Context: an optimization exercise on an open-source flow, tuned for small area, a short achievable clock period and few clock cycles. The choices shown serve that exercise and are no tape-out recipe. RTL that was checked went through simulation tests only; none was proved equivalent to the original.

==> flow/design.v (excerpt) <==
module Top_lvl (clk,start,mem_addr,mem_data,MIN_WEIGHT,MIN_PATH_NODES,donee);
clock: 7.5 ns
lec_check: 0
cap_margin: 20
core_margin: 2
core_utilization: 40
cts_cluster_diameter: 60
cts_cluster_size: 24
setup_slack_margin: 2.5
slew_margin: 20
synth_hierarchical: 1
synth_minimum_keep_size: 0
run.sh (not shown) runs the stock make flow with config.mk's settings and CLKGATE_MAP_FILE= SYNTH_SCRIPT=/design/flow/synth_recipe.tcl, a recipe that flattens the netlist after the stock synthesis.
Rerun with:
--- a/flow/config.mk
+++ b/flow/config.mk
@@ -13 +13 @@
-export SETUP_SLACK_MARGIN = 2.5
+export SETUP_SLACK_MARGIN = 3.0
Outcome: Synthesized cell count stays the same. Global-route usage went up by 1.1 points. Sequential cell count stays the same. Wire length went up by 8.2%. Non-clock buffer count went up by 92. Design area went up by 9.0%.
No run of this note included a check of the RTL's function; only the layout flow was run.


Another version of the RTL of Top_lvl (not shown whole).
For scale: ~1600 cells after synthesis, roughly 0.018 sq mm of cells after synthesis.
clock: 7.5 ns
lec_check: 0
cap_margin: 20
core_margin: 2
core_utilization: 40
cts_cluster_diameter: 60
cts_cluster_size: 30
setup_slack_margin: 2.25
slew_margin: 20
Testbench counts at the start, summed over its fixed seeds: cycles 14,033.
Rerun with:
- CTS_CLUSTER_SIZE: 30 -> 24
- SETUP_SLACK_MARGIN: 2.25 -> 3.0
The changed run went through all stages and came out clean.
Final area increases by 5.0%.
Wire length increases by 3.8%.
Fmax climbs by 1.7%.
Die area does not change.
Rerun with:
- CORE_UTILIZATION: 40 -> 55
- SETUP_SLACK_MARGIN: 3.0 -> 2.0
Routed wire length is lower by 8.8%.
Maximum frequency went down by 4.1%.
Hold slack gets better by 6.0 ps.
Clock-buffer cell count is lower by 1.
Rerun with:
- CORE_UTILIZATION: 55 -> 40
- SETUP_SLACK_MARGIN: 2.0 -> 1.5
=> Sequential share of layout area grows by 0.41 points. Via count hardly moves. Final cell count grows by a few percent. Setup slack got worse by 480 ps. Die area grows by well over a third. Critical path depth shrinks by 1. Wire length grows by a few percent. Final area shrinks slightly.


Top_lvl, a different RTL version from the one above (not shown whole).
Size in the first run: ~1700 cells after synthesis, roughly 350 flip-flops, roughly 72 I/O pins, about 19000 sq um of cells after synthesis.
clock: 7.5 ns
lec_check: 0
cap_margin: 20
core_margin: 2
core_utilization: 40
setup_slack_margin: 2.0
slew_margin: 20
synth_hierarchical: 1
synth_minimum_keep_size: 0
The first run produced a clean layout.
Change:
- SETUP_SLACK_MARGIN: 2.0 -> 2.5
- The changed run passed the timing, DRC and antenna checks
- register-to-register slack improved by 0.40 ns
- cell count goes up by 1.8%
- via count goes up by 2.5%
- synthesized cell count is unchanged
- routed wire length goes up by 0.76%
- synthesized area is unchanged
Function was not checked in any run of this note: the RTL went through the layout flow alone.


Another version of the RTL of Top_lvl (not shown whole).
For scale: ~1700 cells after synthesis, about 350 flip-flops, roughly 72 I/O pins.
Settings: LEC_CHECK=0, CAP_MARGIN=20, CORE_MARGIN=2, CORE_UTILIZATION=40, SETUP_SLACK_MARGIN=3.0, SLEW_MARGIN=20; clock period 7.5 ns.
The starting point completed without violations.
Next try:
ABC_CLOCK_PERIOD_IN_PS = 2500   (was not set)
=> Final area stays the same; clock-buffer cell count does not change; sequential share of layout area is unchanged; setup slack is unchanged; wire length does not change; final cell count is unchanged; via count is unchanged.
No run of this note included a check of the RTL's function; only the layout flow was run.


== 09-01 ==
Top_lvl, a different RTL version from the one above (not shown whole).
Size in the first run: roughly 1500 cells after synthesis, ~310 flip-flops, roughly 72 I/O pins.
clock: 7.5 ns
lec_check: 0
cap_margin: 20
core_margin: 2
core_utilization: 55
cts_cluster_diameter: 60
cts_cluster_size: 24
place_density: 0.7
setup_slack_margin: 2.25
slew_margin: 20
standard.sh (not shown) runs the stock make flow with config.mk's settings and CLKGATE_MAP_FILE= SYNTH_SCRIPT=/design/flow/synth_recipe.tcl, a recipe that flattens the netlist after the stock synthesis.
==> flow/flow/run.sh <==
#!/bin/bash
# The standard layout (standard.sh: ORFS from the standard synthesis to the
# routed layout), with one change: the port buffers that global placement
# inserts are plain buffers (buf_2) instead of the resizer's default pick, a
# delay cell (clkdlybuf4s50_1). make's full output goes to standard.log; ORFS
# keeps each step's own log under orfs/logs/.
set -euo pipefail
export BUFFER_PORTS_ARGS="-buffer_cell sky130_fd_sc_hd__buf_2"
bash standard.sh > standard.log 2>&1
09-01 ended with every stage complete and zero timing, DRC or antenna violations.
Testbench counts of 09-01, summed over its fixed seeds: cycles 13,933.
Here is what was changed in the inputs of 03-26 compared with 09-01.
- swapping 2.25 for 2.5 in SETUP_SLACK_MARGIN
==> flow/flow/run.sh <==
#!/bin/bash
# The standard layout (standard.sh: ORFS from the standard synthesis to the
# routed layout), with one change: the port buffers that global placement
# inserts are plain buffers (buf_4) instead of the resizer's default pick, a
# delay cell (clkdlybuf4s50_1). make's full output goes to standard.log; ORFS
# keeps each step's own log under orfs/logs/.
set -euo pipefail
export BUFFER_PORTS_ARGS="-buffer_cell sky130_fd_sc_hd__buf_4"
bash standard.sh > standard.log 2>&1
Results
A slowest stage cell on the critical path of a2111oi_2 is what 09-01 shows, while a211oi_2 belongs to 03-26.
Cmp 03-26 and 09-01 / final area / higher: 03-26
Taking 09-01 as the reference point, the share of the cycle needed by the critical path after routing of 03-26 falls by 1.2 points.
03-26 reports its timing startpoint of the critical path as mem_data[10] while 09-01 reports mem_data[0].
Taking 09-01 as the reference, in 03-26 final routed wire length divided by cell count saw an increase.
The final layouts of 03-26 and 09-01 pass the timing, DRC and antenna checks.

[port drivers added, routing unchanged]
No port has a modelled driver above. Below, the same layouts with a new extraction and two added sets of constraints.
Step 1, drivers: a clkbuf_16 drives clk and a buf_2 each remaining input, both assumed.
Step 2 also shifts input and output timing later by t, the mid clock arrival at the registers, as if the neighbouring blocks saw the same clock.
Three values: no drivers, after step 1, after step 2; two values: the first two.
run | t (ns) | setup slack, ns | worst setup path at the end | cell pins on the clock port's net
the first run of note 1 | 0.636 | 2.311 / 2.251 / 2.035 | input to register | 1
the second run of note 1 | 0.652 | 2.396 / 2.335 / 2.114 | input to register | 1
the first run of note 2 | 0.643 | 2.203 / 2.147 / 1.882 | input to register | 1
the second run of note 2 | 0.637 | 2.293 / 2.227 / 2.046 | input to register | 1
the third run of note 2 | 0.637 | 2.068 / 2.041 / 1.606 | input to register | 1
the fourth run of note 2 | 0.631 | 1.588 / 1.551 / 1.300 | input to register | 1
the first run of note 3 | 0.617 | 2.021 / 2.001 / 1.660 | input to register | 1
the second run of note 3 | 0.615 | 2.444 / 2.385 / 2.122 | input to register | 1
the first run of note 4 | 0.619 | 2.020 / 1.959 / 2.111 | input to output | 1
the second run of note 4 | 0.619 | 2.020 / 1.959 / 2.111 | input to output | 1
09-01 | 0.633 | 2.294 / 2.260 / 1.928 | input to register | 1
03-26 | 0.611 | 2.381 / 2.303 / 1.928 | input to register | 1
After both steps every run listed still meets setup and hold. For the third run of note 2, which loses most, drivers alone change the setup slack by -0.027 ns; drivers and shift together by -0.462 ns.
